Background: an optimization exercise with open tools, aiming at a short achievable clock period and few clock cycles. Do not read the settings as production practice.
The RTL was checked by simulation tests, not by an equivalence proof against the original design.

==> build 24: inputs <==
==> flow/design.v (excerpt) <==
module  RV32core(
        input clk,   
        input rst,   
        output[31:0] imem_addr,
        input[31:0] imem_data,
        output[31:0] dmem_addr,
        output[31:0] dmem_wdata,
        output dmem_we,
        output[1:0] dmem_size,
        input[31:0] dmem_rdata
    );
    reg [31:0] pc_f;
    assign imem_addr = pc_f;
    reg        d_v;
    reg [31:0] d_ir, d_pc;
    reg        d_fhit, d_ft, d_fact;      
    reg [31:0] d_ftgt;                    
    reg [31:0] d_off, d_pc4;              
    reg        e_v, e_wen;
    reg [4:0]  e_rd;
    reg [31:0] e_a, e_b, e_sd, e_c, e_tgt, e_pc4;
    reg        e_fa_em, e_fa_mw, e_fb_em, e_fb_mw, e_fs_em, e_fs_mw;
    reg        e_xa_em, e_xa_mw, e_xb_em, e_xb_mw;    
    reg        e_ca_em, e_ca_mw, e_cb_em, e_cb_mw;    
    reg        e_sub, e_r_sum, e_r_slt, e_r_sltu, e_r_xor, e_r_or, e_r_and, e_r_sll, e_r_sr, e_r_pass;
    reg        e_sra;
    reg        e_ld, e_st, e_br, e_jal, e_jalr, e_mul, e_div, e_pred;
    reg [31:0] e_pc;
    reg        e_jp;                      
    reg [31:0] e_jc;                      
    reg [2:0]  e_f3;
    reg        m_v, m_wen, m_ld, m_mul, m_mulhi, m_we;
    reg [4:0]  m_rd;
    reg [2:0]  m_f3;
    reg [31:0] m_res, m_sd;
    reg [703:0] m_rows;
    reg        m_bu, m_bt;                
    reg [31:0] m_bpc, m_btgt;
    reg        w_v, w_wen, w_mul, w_mulhi;
    reg [4:0]  w_rd;
    reg [31:0] w_res;
    reg [63:0] w_ms, w_mc;
    reg [31:0] rf [1:31];
    reg [31:1] rf_ok;
    reg [127:0] bp_v;
    reg [7:0]   bp_e [0:127];             
    wire m_bloc = (m_btgt[31:9] == m_bpc[31:9]) & (m_btgt[1:0] == 2'd0) & (m_bpc[1:0] == 2'd0);
    always @(posedge clk or posedge rst) begin
        if (rst) bp_v <= 128'd0;
  ...
Settings: LEC_CHECK=0, ABC_CLOCK_PERIOD_IN_PS=3000, CAP_MARGIN=20, CELL_PAD_IN_SITES_DETAIL_PLACEMENT=1, CELL_PAD_IN_SITES_GLOBAL_PLACEMENT=2, CORE_MARGIN=2, CORE_UTILIZATION=45, PLACE_DENSITY=0.6, SETUP_SLACK_MARGIN=5, SLEW_MARGIN=20, SYNTH_MEMORY_MAX_BITS=16384; clock period 12.0 ns.
run.sh (not shown) runs the stock make flow with config.mk's settings and CLKGATE_MAP_FILE= SYNTH_SCRIPT=/design/flow/synth_recipe.tcl, a recipe that flattens the netlist after the stock synthesis.
==> trial 51: changes against build 24 <==
--- a/flow/design.v
+++ b/flow/design.v
@@ -1118,20 +1118,16 @@
     wire [31:0] f_tgt   = {pc_f[31:9], f_e[6:0], 2'b00};
     wire [63:0] w_prod = w_ms + w_mc;
     wire [31:0] w_val = w_mul ? (w_mulhi ? w_prod[63:32] : w_prod[31:0]) : w_res;
     wire        w_we = w_v & w_wen;
     always @(posedge clk or posedge rst) begin
         if (rst) rf_ok <= 31'd0;
-        else begin
-            if (w_we) rf_ok[w_rd] <= 1'b1;
-            if (dv_we) rf_ok[dv_rd] <= 1'b1;
-        end
+        else if (w_we) rf_ok[w_rd] <= 1'b1;
     end
     always @(posedge clk) begin
         if (w_we) rf[w_rd] <= w_val;
-        if (dv_we) rf[dv_rd] <= div_out;
     end
     wire [6:0] opc = d_ir[6:0];
     wire [2:0] f3  = d_ir[14:12];
     wire [4:0] rd  = d_ir[11:7];
     wire [4:0] rs1 = d_ir[19:15];
     wire [4:0] rs2 = d_ir[24:20];
@@ -1191,12 +1187,13 @@
     wire slow_e = e_ld | e_mul;
     wire hz = d_v & ((e_v & slow_e & e_wen & ((use1 & e_rd == rs1) | (use2 & e_rd == rs2))) |
                      (m_v & m_mul & m_wen & ((use1 & m_rd == rs1) | (use2 & m_rd == rs2))));
     wire [31:0] d_tgt = d_pc + d_off;
     wire pred_br = d_fhit ? d_ft : (d_ir[31] | f3[0]);
     wire pred_d  = is_jal | (is_br & pred_br);
+    wire e_busy;
     wire [31:0] div_out;
     wire [31:0] ea = e_fa_em ? m_res : e_fa_mw ? w_res : e_a;
     wire [31:0] eb = e_fb_em ? m_res : e_fb_mw ? w_res : e_b;
     wire [31:0] es = e_fs_em ? m_res : e_fs_mw ? w_res : e_sd;
     wire [31:0] xa = e_xa_em ? m_res : e_xa_mw ? w_res : e_a;
     wire [31:0] xb = e_xb_em ? m_res : e_xb_mw ? w_res : e_b;
@@ -1218,13 +1215,14 @@
                         ({32{e_r_sltu}} & {31'd0, e_ltu_s}) |
                         ({32{e_r_xor}}  & (ea ^ eb)) |
                         ({32{e_r_or}}   & (ea | eb)) |
                         ({32{e_r_and}}  & (ea & eb)) |
                         ({32{e_r_sll}}  & e_shl) |
                         ({32{e_r_sr}}   & e_shr) |
-                        ({32{e_r_pass}} & e_c);
+                        ({32{e_r_pass}} & e_c) |
+                        ({32{e_div}}    & div_out);
     wire e_cond  = e_f3[2] ? (e_f3[1] ? e_ltu : e_lt) : e_eq;
     wire e_taken = e_cond ^ e_f3[0];
     wire e_jok   = e_jp & (ea == e_jc);
     wire redir_e = e_v & ((e_jalr & ~e_jok) | (e_br & (e_taken ^ e_pred)));
     wire [31:0] tgt_e = e_jalr ? esum : (e_pred ? e_pc4 : e_tgt);
     wire [703:0] mul_rows;
@@ -1234,14 +1232,12 @@
     reg [5:0]  dv_lza, dv_lzb;   
     reg        dv_na, dv_nb;     
     reg [4:0]  dv_n;             
     reg [31:0] dv_q, dv_r;
     reg [33:0] dv_d3;
     reg        dv_nq, dv_nr, dv_rem;
-    reg [4:0]  dv_rd;
-    reg        dv_wen;
     wire e_dv = e_v & e_div;
     wire dv_sa = ~e_f3[0] & xa[31];
     wire dv_sb = ~e_f3[0] & xb[31];
     wire [31:0] dv_ma = dv_sa ? -xa : xa;
     wire [31:0] dv_mb = dv_sb ? -xb : xb;
     wire dv_bz = ~|xb;
@@ -1255,13 +1251,13 @@
     wire [63:0] dv_sh = {32'd0, dv_a} << dv_sc;
     wire [4:0] dv_nn = 5'd16 - dv_sc[5:1];
     wire [33:0] dv_r4 = {dv_r, dv_q[31:30]};
     wire [34:0] dv_t1 = {1'b0, dv_r4} - {3'd0, dv_b};
     wire [34:0] dv_t2 = {1'b0, dv_r4} - {2'd0, dv_b, 1'b0};
     wire [34:0] dv_t3 = {1'b0, dv_r4} - {1'b0, dv_d3};
-    wire dv_we = (dv_st == 2'd3) & dv_wen;
+    assign e_busy = e_dv & (dv_st != 2'd3);
     wire [31:0] dv_qo = dv_nq ? -dv_q : dv_q;
     wire [31:0] dv_ro = dv_nr ? -dv_r : dv_r;
     assign div_out = dv_rem ? dv_ro : dv_qo;
     always @(posedge clk or posedge rst) begin
         if (rst) dv_st <= 2'd0;
         else case (dv_st)
@@ -1282,14 +1278,12 @@
                 dv_lzb <= lzb_raw;
                 dv_na <= dv_sa;
                 dv_nb <= dv_sb;
                 dv_nq <= (dv_sa ^ dv_sb) & ~dv_bz;
                 dv_nr <= dv_sa;
                 dv_rem <= e_f3[1];
-                dv_rd <= e_rd;
-                dv_wen <= e_wen;
             end
             2'd1: begin
                 dv_r <= dv_sh[63:32];
                 dv_q <= dv_sh[31:0];
                 dv_n <= dv_nn;
                 dv_d3 <= {2'd0, dv_b} + {1'b0, dv_b, 1'b0};
@@ -1330,18 +1324,13 @@
     assign dmem_we    = m_we & m_inr;
     wire [31:0] f_pc4 = pc_f + 32'd4;
     wire [6:0]  f_opc = imem_data[6:0];
     wire [31:0] f_off = (f_opc == 7'b0010111) ? {imem_data[31:12], 12'b0} :
                         (f_opc == 7'b1101111) ? {{11{imem_data[31]}}, imem_data[31], imem_data[19:12], imem_data[20], imem_data[30:21], 1'b0} :
                         {{19{imem_data[31]}}, imem_data[31], imem_data[7], imem_data[30:25], imem_data[11:8], 1'b0};
-    wire dv_pend = dv_st != 2'd0;
-    wire [4:0] dv_drd = dv_pend ? dv_rd : e_rd;
-    wire dv_dwen = dv_pend ? dv_wen : e_wen;
-    wire hzd = d_v & (dv_pend | (e_v & e_div)) &
-               (is_div | (dv_dwen & ((use1 & rs1 == dv_drd) | (use2 & rs2 == dv_drd) | (wen & rd == dv_drd))));
-    wire stall_d = hz | hzd;
+    wire stall_d = e_busy | hz;
     wire redir_d = d_v & ~stall_d & ((is_jal | is_br) ? ((pred_d ^ d_fact) | (pred_d & ~d_fhit)) :
                                      (~is_jalr & d_fact));
     wire [31:0] tgt_d = pred_d ? d_tgt : d_pc4;
     always @(posedge clk or posedge rst) begin
         if (rst) begin
             pc_f <= 32'd0;
@@ -1373,16 +1362,16 @@
             d_fact <= f_act;
             d_ftgt <= f_tgt;
         end
     end
     always @(posedge clk or posedge rst) begin
         if (rst) e_v <= 1'b0;
-        else e_v <= d_v & ~stall_d & ~redir_e;
+        else if (~e_busy) e_v <= d_v & ~hz & ~redir_e;
     end
     always @(posedge clk) begin
-        begin
+        if (~e_busy) begin
             e_wen <= wen;
             e_rd <= rd;
             e_a <= rv1;
             e_b <= use2 & ~is_st ? rv2 : is_st ? imm_s : imm_i;
             e_sd <= rv2;
             e_c <= is_lui ? imm_u : is_auipc ? d_tgt : d_pc4;
@@ -1431,15 +1420,15 @@
         if (rst) begin
             m_v <= 1'b0;
             m_we <= 1'b0;
             m_bu <= 1'b0;
         end
         else begin
-            m_v <= e_v & ~e_div;
+            m_v <= e_v & ~e_busy;
             m_bu <= e_v & (e_br | e_jal | e_jalr);
-            m_we <= e_v & e_st;
+            m_we <= e_v & ~e_busy & e_st;
         end
     end
     always @(posedge clk) begin
         m_wen <= e_wen;
         m_rd <= e_rd;
         m_ld <= e_ld;
--- a/flow/config.mk
+++ b/flow/config.mk
@@ -7,11 +7,11 @@
 export LEC_CHECK = 0
 export ABC_CLOCK_PERIOD_IN_PS = 3000
 export CAP_MARGIN = 20
 export CELL_PAD_IN_SITES_DETAIL_PLACEMENT = 1
 export CELL_PAD_IN_SITES_GLOBAL_PLACEMENT = 2
 export CORE_MARGIN = 2
-export CORE_UTILIZATION = 45
-export PLACE_DENSITY = 0.6
+export CORE_UTILIZATION = 60
+export PLACE_DENSITY = 0.7
 export SETUP_SLACK_MARGIN = 5
 export SLEW_MARGIN = 20
 export SYNTH_MEMORY_MAX_BITS = 16384
==> results.ini <==
[logic_synthesis]
synthesis.nets=17800
synth_compound_area_share_pct=8.42
synth.cell_area_um2=202000
synth-seq-area-share_pct=48.5
syn_avg_cell_area_um2=12.6

[die]
fp.dieH_um=584
initial_util_pct=60.1

[run_status]
fail_step=global routing (5_1_grt)
tool.error=[ERROR GRT-0232] Routing congestion too high. Check the congestion heatmap in the GUI.
outcome=did not finish

[global_routing]
grt_max_degree=184
grt_overflow=85

[place]
final_estimated_routing_congestion_in_global_placement=0.997
post-place-ws_ns=5.64

The numbers above come from trial 51.

==> results.ini <==
[die]
initial_util_pct=45.2
area_of_the_die_um2=474000

[logic_synthesis]
synth_top_area_cell=sky130_fd_sc_hd__edfxtp_1
synth.cell_area_um2=211000
syn_avg_cell_area_um2=11.5
ys_dominant_reg_cell=sky130_fd_sc_hd__edfxtp_1
synthesis.nets=20200

[worst_setup_path]
setup.worst_path.start_class=flip-flop
r2r_cells=20

[place]
final_estimated_routing_congestion_in_global_placement=0.962
post-place-ws_ns=5.60

[global_routing]
grt_max_degree=122
grt_overflow=0

[run_status]
outcome=finished clean

The numbers above come from build 24.

Testbench counts of build 24, summed over its fixed seeds: cycles 52,807.
Testbench counts of trial 51, summed over its fixed seeds: cycles 53,700.

==> re-timing with driven ports <==
In the flow no input, the clock included, has a driving cell. The finished layout below was timed again as built, in two steps. Step 1 assumes that a clkbuf_16 drives the clock port and a buf_2 every other input. Step 2 times the ports against the registers' clock, not the clock port: input delays grow and output delays shrink by t, the midpoint of the rising clock arrivals with the driver on. Slacks: no drivers / after step 1 / after step 2; pairs: no drivers / after step 1.
run: build 24
t, ns: 1.113
setup WS [ns]: 5.428 / 5.428 / 5.428
worst slew at a driven data input, ns: 0.14
After both steps setup and hold are still met in build 24. For build 24, drivers alone change the setup slack by 0.000 ns; drivers and shift together by 0.000 ns.
